What follows belongs to an exercise in optimizing a design on an open flow for small area; a production flow would make more cautious choices.
In this exercise RTL edits were held to simulation tests only and were not proved equivalent to the original.
No activity file was given, so power comes from the tool's default toggle rates.

==> run a: inputs <==
## MazeRunner
module MazeRunner(clk,RST_n,SS_n,MOSI,MISO,SCLK,PWMR,PWML,
                  DIRR,DIRL,IR_EN,BMPL_n,BMPR_n,buzz,
                  buzz_n,RX,LED);
export LEC_CHECK = 0
export CAP_MARGIN = 20
export CORE_MARGIN = 2
export CORE_UTILIZATION = 40
export CTS_BUF_LIST = sky130_fd_sc_hd__clkbuf_8
export CTS_CLUSTER_DIAMETER = 60
export CTS_CLUSTER_SIZE = 16
export PLACE_DENSITY = 0.6
export SLEW_MARGIN = 20
create_clock -name core_clock -period 10.0 [get_ports {clk}]
standard.sh (not shown) runs the stock make flow with config.mk's settings and CLKGATE_MAP_FILE= SYNTH_SCRIPT=/design/flow/synth_recipe.tcl, a recipe that flattens the netlist after the stock synthesis.
==> flow/flow/run.sh <==
#!/bin/bash
# Own flow: the standard layout, with synthesis mapped for area by ABC.
# Synthesis runs first with flow/synth_area.tcl (the standard flow's synthesis script
# with a different ABC script); standard.sh then runs the remaining steps
# from the synthesized netlist.  Each tool's output goes to its own log.
set -euo pipefail
W=$(pwd)
make -C "$FLOW_HOME" DESIGN_CONFIG="$W/config.mk" WORK_HOME="$W/orfs" CLKGATE_MAP_FILE= \
  SYNTH_SCRIPT="$W/flow/synth_area.tcl" synth > "$W/synth.log" 2>&1
# clock tree: clkbuf_8 leaves over clusters of up to 16 registers, no
# dummy loads
export CTS_ARGS="-sink_clustering_enable -repair_clock_nets -sink_clustering_size 16 -sink_clustering_max_diameter 60 -buf_list sky130_fd_sc_hd__clkbuf_8 -dont_use_dummy_load"
bash "$W/standard.sh" finish > "$W/layout.log" 2>&1
test -s "$W/out/final.def"
==> flow/flow/abc_area.script <==
strash
balance
rewrite
refactor
balance
rewrite
rewrite -z
balance
refactor -z
rewrite -z
balance
balance
rewrite
refactor
balance
rewrite
rewrite -z
balance
refactor -z
rewrite -z
balance
dch -f
amap
topo
dnsize -c
==> flow/flow/synth_area.tcl <==
# The standard synthesis script (synth_recipe.tcl), with the ABC step
# mapping for area: same passes, same registers; only the combinational
# mapping script differs.
set area_script [file join [file dirname [file normalize [info script]]] abc_area.script]
proc synth {args} { yosys synth -nofsm -noshare {*}$args }
proc abc {args} {
  global area_script
  set i [lsearch $args -script]
  if {$i >= 0} {
    set args [lreplace $args $i [expr {$i + 1}] -script $area_script]
  }
  yosys abc {*}$args
}
source $::env(SCRIPTS_DIR)/synth.tcl
# left out here: clear keep_hierarchy, flatten, clean up, hide names made inside functions, write 1_2_yosys.v
==> inputs of run b, as changes to run a <==
--- a/flow/design.v
+++ b/flow/design.v
@@ -62,21 +62,24 @@
     end else if (round_end) begin
       fq <= 10'd68;
       fh <= 5'd28;
     end else if (frame_end) begin
       fq <= 10'd23;
       fh <= fh_inc;
     end else
       fq <= fq_inc;
+  logic sclk_q;
+  always_ff @(posedge clk)
+    sclk_q <= round_end | frame_end | fh[4] | (fq_inc[9] & fq_inc[5]) | fq_inc[4];
   wire conv   = ~fh[4];                   
   wire [2:0] chnnl = fh[3:1];
   wire [4:0] bitf = fq[9:5];              
   assign SS_n = ~(conv & ~fq_hi);
-  assign SCLK = SS_n | fq[4];
+  assign SCLK = sclk_q;
   assign MOSI = ((bitf == 5'd3) & chnnl[2]) | ((bitf == 5'd4) & chnnl[1]) | ((bitf == 5'd5) & chnnl[0]);
   wire u_start  = (fh == 5'd28) && (fq == 10'd68);     
   wire ir_vld   = (fh == 5'd15) && fq_hi && fq[0];        
   wire err_cap  = (fh == 5'd16) && (fq == 10'd30);
   assign err_vld  = (fh == 5'd16) && (fq == 10'd31);
   assign err_vld2 = (fh == 5'd16) && (fq == 10'd32);
   always_ff @(posedge clk, negedge rst_n)
     if (!rst_n)       IR_en <= 1'b0;
@@ -351,51 +354,49 @@
 module PID(clk,rst_n,err_sat,err_vld,err_vld2,go,line_present,lft_spd,rght_spd);
   input clk, rst_n;
   input [10:0] err_sat;          
   input err_vld;
   input err_vld2;                
   input go;
   input line_present;
   output [11:0] lft_spd, rght_spd;
-  logic [10:0] err_sat_piped, err_current, err_prev;
-  logic [7:0]  D_diff_sat_piped;
+  logic [10:0] err_current, err_prev;
+  logic [7:0]  D_diff_sat, D_diff_sat_piped;
   logic [15:0] integrator;
   logic line_1;
   logic [4:0] frwrd_q;           
   logic go_q;
   logic [11:0] pid_q;
   wire [4:0] frwrd_inc;
   rca #(5) iFI(.a(frwrd_q),.b(5'h00),.ci(1'b1),.s(frwrd_inc),.co());
   wire [4:0] frwrd = ~go_q ? 5'd0 :
                      (err_vld2 && !(frwrd_q[4] & frwrd_q[3])) ? frwrd_inc : frwrd_q;
   wire moving = frwrd[4] | frwrd[3] | (frwrd[2] & (frwrd[1] | frwrd[0]));    
   always_ff @(posedge clk, negedge rst_n)
-    if (!rst_n) begin
-      frwrd_q <= 5'd0;
-      go_q <= 1'b0;
-    end else begin
-      frwrd_q <= frwrd;
-      go_q <= go;
-    end
-  always_ff @(posedge clk) begin
-    err_sat_piped <= err_sat;
+    if (!rst_n) frwrd_q <= 5'd0;
+    else        frwrd_q <= frwrd;
+  always_ff @(posedge clk)
+    go_q <= go;
+  always_ff @(posedge clk)
     line_1 <= line_present;
-  end
   always_ff @(posedge clk)
-    if (err_vld2) begin
-      err_current <= err_sat_piped;
+    if (err_vld) begin
+      err_current <= err_sat;
       err_prev <= err_current;
     end
-  wire [10:0] D_diff;
-  rca #(11) iDD(.a(err_sat_piped),.b(~err_prev),.ci(1'b1),.s(D_diff),.co());
-  always_ff @(posedge clk)
-    D_diff_sat_piped <= (D_diff[10] && (D_diff[9:7] != 3'b111)) ? 8'h80 :
-                        (~D_diff[10] && |D_diff[9:7]) ? 8'h7F : D_diff[7:0];
-  wire [15:0] err_ext = {{5{err_sat_piped[10]}}, err_sat_piped};
+  wire [10:0] D_diff_n, D_diff;
+  rca #(11) iDD(.a(~err_sat),.b(err_prev),.ci(1'b0),.s(D_diff_n),.co());
+  assign D_diff = ~D_diff_n;
+  always_ff @(posedge clk) begin
+    D_diff_sat <= (D_diff[10] && (D_diff[9:7] != 3'b111)) ? 8'h80 :
+                  (~D_diff[10] && |D_diff[9:7]) ? 8'h7F : D_diff[7:0];
+    D_diff_sat_piped <= D_diff_sat;
+  end
+  wire [15:0] err_ext = {{5{err_current[10]}}, err_current};
   wire [15:0] add_result;
   rca #(16) iIA(.a(err_ext),.b(integrator),.ci(1'b0),.s(add_result),.co());
   wire over = (err_ext[15] == integrator[15]) && (add_result[15] != integrator[15]);
   always_ff @(posedge clk)
     if (~go || ~moving || (line_present & ~line_1))
       integrator <= 16'h0000;
     else if (~over && err_vld2)
       integrator <= add_result;
@@ -405,17 +406,19 @@
   rca #(15) iD(.a({D_diff_sat_piped[7], D_diff_sat_piped, 6'b0}),.b(~{{4{D_diff_sat_piped[7]}}, D_diff_sat_piped, 3'b0}),.ci(1'b1),.s(D_term),.co());
   rca #(15) iPID(.a(PI_term),.b(D_term),.ci(1'b0),.s(PID),.co());
   always_ff @(posedge clk, negedge rst_n)
     if (!rst_n)              pid_q <= 12'h000;
     else if (moving && go)   pid_q <= PID[14:3];
     else                     pid_q <= 12'h000;
   wire [11:0] fw = {2'b00, frwrd_q, 5'b00000};
   rca #(12) iL(.a(fw),.b(pid_q),.ci(1'b0),.s(lft_spd),.co());
-  rca #(12) iR(.a(fw),.b(~pid_q),.ci(1'b1),.s(rght_spd),.co());
+  wire [11:0] rght_n;
+  rca #(12) iR(.a(~fw),.b(pid_q),.ci(1'b0),.s(rght_n),.co());
+  assign rght_spd = ~rght_n;
 endmodule
 module MazeRunner(clk,RST_n,SS_n,MOSI,MISO,SCLK,PWMR,PWML,
                   DIRR,DIRL,IR_EN,BMPL_n,BMPR_n,buzz,
                   buzz_n,RX,LED);
   input clk;             
   input RST_n;           
   output SS_n;           
   output MOSI;           
==> flow/flow/run.sh (replaced) <==
#!/bin/bash
# Own flow: the standard layout, with synthesis mapped for area by ABC
# (no full-adder cell extraction: ABC maps the adders too).
# Synthesis runs first with flow/synth_area.tcl (the standard flow's synthesis script
# with a different ABC script); standard.sh then runs the remaining steps
# from the synthesized netlist.  Each tool's output goes to its own log.
set -euo pipefail
W=$(pwd)
make -C "$FLOW_HOME" DESIGN_CONFIG="$W/config.mk" WORK_HOME="$W/orfs" CLKGATE_MAP_FILE= \
  SYNTH_SCRIPT="$W/flow/synth_area.tcl" ADDER_MAP_FILE= synth > "$W/synth.log" 2>&1
# clock tree: clkbuf_8 leaves over clusters of up to 16 registers, no
# dummy loads
export CTS_ARGS="-sink_clustering_enable -repair_clock_nets -sink_clustering_size 30 -sink_clustering_max_diameter 60 -buf_list sky130_fd_sc_hd__clkbuf_16 -dont_use_dummy_load"
# every port still gets a buffer, the smallest one
export BUFFER_PORTS_ARGS="-buffer_cell sky130_fd_sc_hd__buf_1"
bash "$W/standard.sh" finish > "$W/layout.log" 2>&1
test -s "$W/out/final.def"
==> flow/flow/abc_area.script (replaced) <==
strash
dc2
dc2
balance
rewrite
refactor
balance
rewrite
rewrite -z
balance
refactor -z
rewrite -z
balance
dch -f
amap
topo
dnsize -c
==> flow/config.mk (replaced) <==
export PLATFORM = sky130hd
export DESIGN_NAME = MazeRunner
export DESIGN_NICKNAME = MazeRunner
export VERILOG_FILES = /design/flow/design.v
export SDC_FILE = /design/flow/constraint.sdc
export NUM_CORES = 4
export LEC_CHECK = 0
export CAP_MARGIN = 20
export CORE_MARGIN = 2
export CORE_UTILIZATION = 65
export CTS_BUF_LIST = sky130_fd_sc_hd__clkbuf_8
export CTS_CLUSTER_DIAMETER = 60
export CTS_CLUSTER_SIZE = 16
export PLACE_DENSITY = 0.75
export SLEW_MARGIN = 20
==> inputs of run c, as changes to run a <==
--- a/flow/design.v
+++ b/flow/design.v
@@ -151,33 +151,34 @@
     if (!rst_n) begin
       rx_ff1 <= 1'b1;
       rx_ff2 <= 1'b1;
     end else begin
       rx_ff1 <= RX;
       rx_ff2 <= rx_ff1;
     end
   logic [3:0] bit_cnt;
-  logic [12:0] baud_lfsr;    
+  logic [12:0] baud_cnt;
   logic [8:0] shift_reg;
   wire rx_idle = bit_cnt[3] & (bit_cnt[2] | (bit_cnt[1] & bit_cnt[0]));
   wire rdy     = (bit_cnt == 4'd11);
   wire start   = rx_idle & ~rx_ff2;
-  wire shift   = &baud_lfsr;
+  wire shift   = (baud_cnt == 13'd0);
   wire [3:0] bit_inc;
+  wire [12:0] baud_dec;
   rca #(4) iBI(.a(bit_cnt),.b(4'h0),.ci(1'b1),.s(bit_inc),.co());
-  wire baud_fb = baud_lfsr[12] ^ baud_lfsr[4] ^ baud_lfsr[1] ^ baud_lfsr[0];
+  rca #(13) iBD(.a(baud_cnt),.b(13'h1FFF),.ci(1'b0),.s(baud_dec),.co());
   always_ff @(posedge clk, negedge rst_n)
     if (!rst_n)       bit_cnt <= 4'd12;
     else if (rx_idle) bit_cnt <= start ? 4'd0 : 4'd12;
     else if (shift | (bit_cnt == 4'd10)) bit_cnt <= bit_inc;
   always_ff @(posedge clk)
-    if (start)         baud_lfsr <= 13'h1535;
-    else if (shift)    baud_lfsr <= 13'h0A87;
-    else if (!rx_idle) baud_lfsr <= {baud_lfsr[11:0], baud_fb};
+    if (start)         baud_cnt <= 13'd2604;
+    else if (shift)    baud_cnt <= 13'd5208;
+    else if (!rx_idle) baud_cnt <= baud_dec;
   always_ff @(posedge clk)
     if (shift) shift_reg <= {rx_ff2, shift_reg[8:1]};
   logic upper_st;
   logic [7:0] upper_byte;
   always_ff @(posedge clk)
     if (rdy & ~upper_st) upper_byte <= shift_reg[7:0];
   always_ff @(posedge clk, negedge rst_n)
     if (!rst_n)   upper_st <= 1'b0;
@@ -201,18 +202,17 @@
   logic cap_cmd;
   UART_wrapper iUART(.clk(clk),.rst_n(rst_n),.clr_cmd_rdy(cap_cmd),.RX(RX),.cmd_rdy(cmd_rdy),.cmd(cmd));
   localparam [2:0] IDLE = 3'd0, LINE_PRESENT = 3'd1, OBSTRUCT = 3'd2, WAIT = 3'd3,
                    EDGE_DETECT = 3'd4, WAIT_SHORT = 3'd5, WAIT_LONG = 3'd6, WAIT_LINE_PRESENT = 3'd7;
   logic [2:0] state, nxt_state;
   logic buzz_en, nxt_cmd, rev1, rev2, veer, clr_opn, clr_tmr;
   logic [15:0] cmd_reg;
   logic last_veer_rght;
-  logic [13:0] tmr_lo;
-  logic [6:0] tmr_hi;
+  logic [20:0] tmr;
   logic buzz_q;                  
   wire bump = ~BMPR_n | ~BMPL_n;
   wire [1:0] cmd_2bit = cmd_reg[1:0];
   always_comb begin
     go = 1;
     buzz_en = 0;
     cap_cmd = 0;
     nxt_cmd = 0;
@@ -253,68 +253,61 @@
           go = 0;
           buzz_en = 1;
         end else
           nxt_state = LINE_PRESENT;
       end
       WAIT: begin                
         go = 0;
         buzz_en = 1;
-        if (tmr_hi[3]) nxt_state = EDGE_DETECT;
+        if (tmr[17]) nxt_state = EDGE_DETECT;
       end
       EDGE_DETECT: begin
         go = 0;
         buzz_en = 1;
         if (bump) begin
           nxt_state = LINE_PRESENT;
           go = 1;
         end
       end
       WAIT_SHORT: begin          
-        if (tmr_hi[5] & tmr_hi[3]) begin
+        if (tmr[19] & tmr[17]) begin
           nxt_state = WAIT_LONG;
           go = 0;
           rev2 = 1;
           clr_tmr = 1;
         end
       end
       WAIT_LONG: begin           
-        if (tmr_hi[6]) begin
+        if (tmr[20]) begin
           nxt_state = WAIT_LINE_PRESENT;
           clr_opn = 1;
         end
       end
       default: begin             
         if (line_present) begin
           nxt_state = LINE_PRESENT;
           clr_opn = 1;
           nxt_cmd = 1;
         end
       end
     endcase
   end
   always_ff @(posedge clk, negedge rst_n)
     if (!rst_n) state <= IDLE;
     else        state <= nxt_state;
-  wire [6:0] tmr_hi_inc;
-  wire tmr_wrap = (tmr_lo == 14'h2000);
-  wire tmr_fb = tmr_lo[13] ^ tmr_lo[11] ^ tmr_lo[1] ^ tmr_lo[0] ^ ~|tmr_lo[12:0];
-  rca #(7) iTI(.a(tmr_hi),.b(7'h00),.ci(tmr_wrap),.s(tmr_hi_inc),.co());
+  wire [20:0] tmr_inc;
+  rca #(21) iTI(.a(tmr),.b(21'h0),.ci(1'b1),.s(tmr_inc),.co());
   always_ff @(posedge clk)
-    if (clr_tmr) begin
-      tmr_lo <= 14'h0000;
-      tmr_hi <= 7'h00;
-    end else begin
-      tmr_lo <= {tmr_lo[12:0], tmr_fb};
-      tmr_hi <= tmr_hi_inc;
-    end
+    if (clr_tmr) tmr <= 21'h0;
+    else         tmr <= tmr_inc;
   always_ff @(posedge clk, negedge rst_n)
     if (!rst_n) buzz_q <= 1'b0;
     else        buzz_q <= buzz_en;
-  assign buzz = buzz_q & tmr_hi[0];
+  assign buzz = buzz_q & tmr[14];
   always_ff @(posedge clk)
     if (cap_cmd)      cmd_reg <= cmd;
     else if (nxt_cmd) cmd_reg <= {2'b00, cmd_reg[15:2]};
   always_ff @(posedge clk, negedge rst_n)
     if (!rst_n)       last_veer_rght <= 1'b0;
     else if (nxt_cmd) last_veer_rght <= cmd_reg[0];
   logic opn_neg;
   logic [1:0] opn_mag;
==> flow/run.sh (new file) <==
#!/bin/bash
# synth_recipe.tcl (not shown) runs the flow's synth.tcl, then flattens the netlist and writes it again
# the make line also repeats each setting of config.mk as NAME=value (left out here)
make -C /OpenROAD-flow-scripts/flow DESIGN_CONFIG=/design/flow/config.mk WORK_HOME=/design/flow/orfs CLKGATE_MAP_FILE= SYNTH_SCRIPT=/design/flow/synth_recipe.tcl finish
==> flow/config.mk (replaced) <==
export PLATFORM = sky130hd
export DESIGN_NAME = MazeRunner
export DESIGN_NICKNAME = MazeRunner
export VERILOG_FILES = /design/flow/design.v
export SDC_FILE = /design/flow/constraint.sdc
export NUM_CORES = 4
export LEC_CHECK = 0
export CAP_MARGIN = 20
export CORE_MARGIN = 2
export CORE_UTILIZATION = 40
export CTS_BUF_LIST = sky130_fd_sc_hd__clkbuf_4
export CTS_CLUSTER_DIAMETER = 40
export CTS_CLUSTER_SIZE = 10
export PLACE_DENSITY = 0.6
export SLEW_MARGIN = 20
removed: flow/flow/run.sh
removed: flow/flow/abc_area.script
removed: flow/flow/synth_area.tcl
removed: flow/standard.sh
==> summary of the runs <==
Against run c, the die area of run a is smaller by about 9%.
In run c the synthesized cell count is smaller than in run b, by about 18%.
Clock power: run a < run b < run c.
The highest via count belongs to run b, the lowest to run a.
In run b the worst hold slack is lower than in run c, by 0.0073 ns.
In run b the sequential share of layout area is higher than in run a, by 0.79 points.
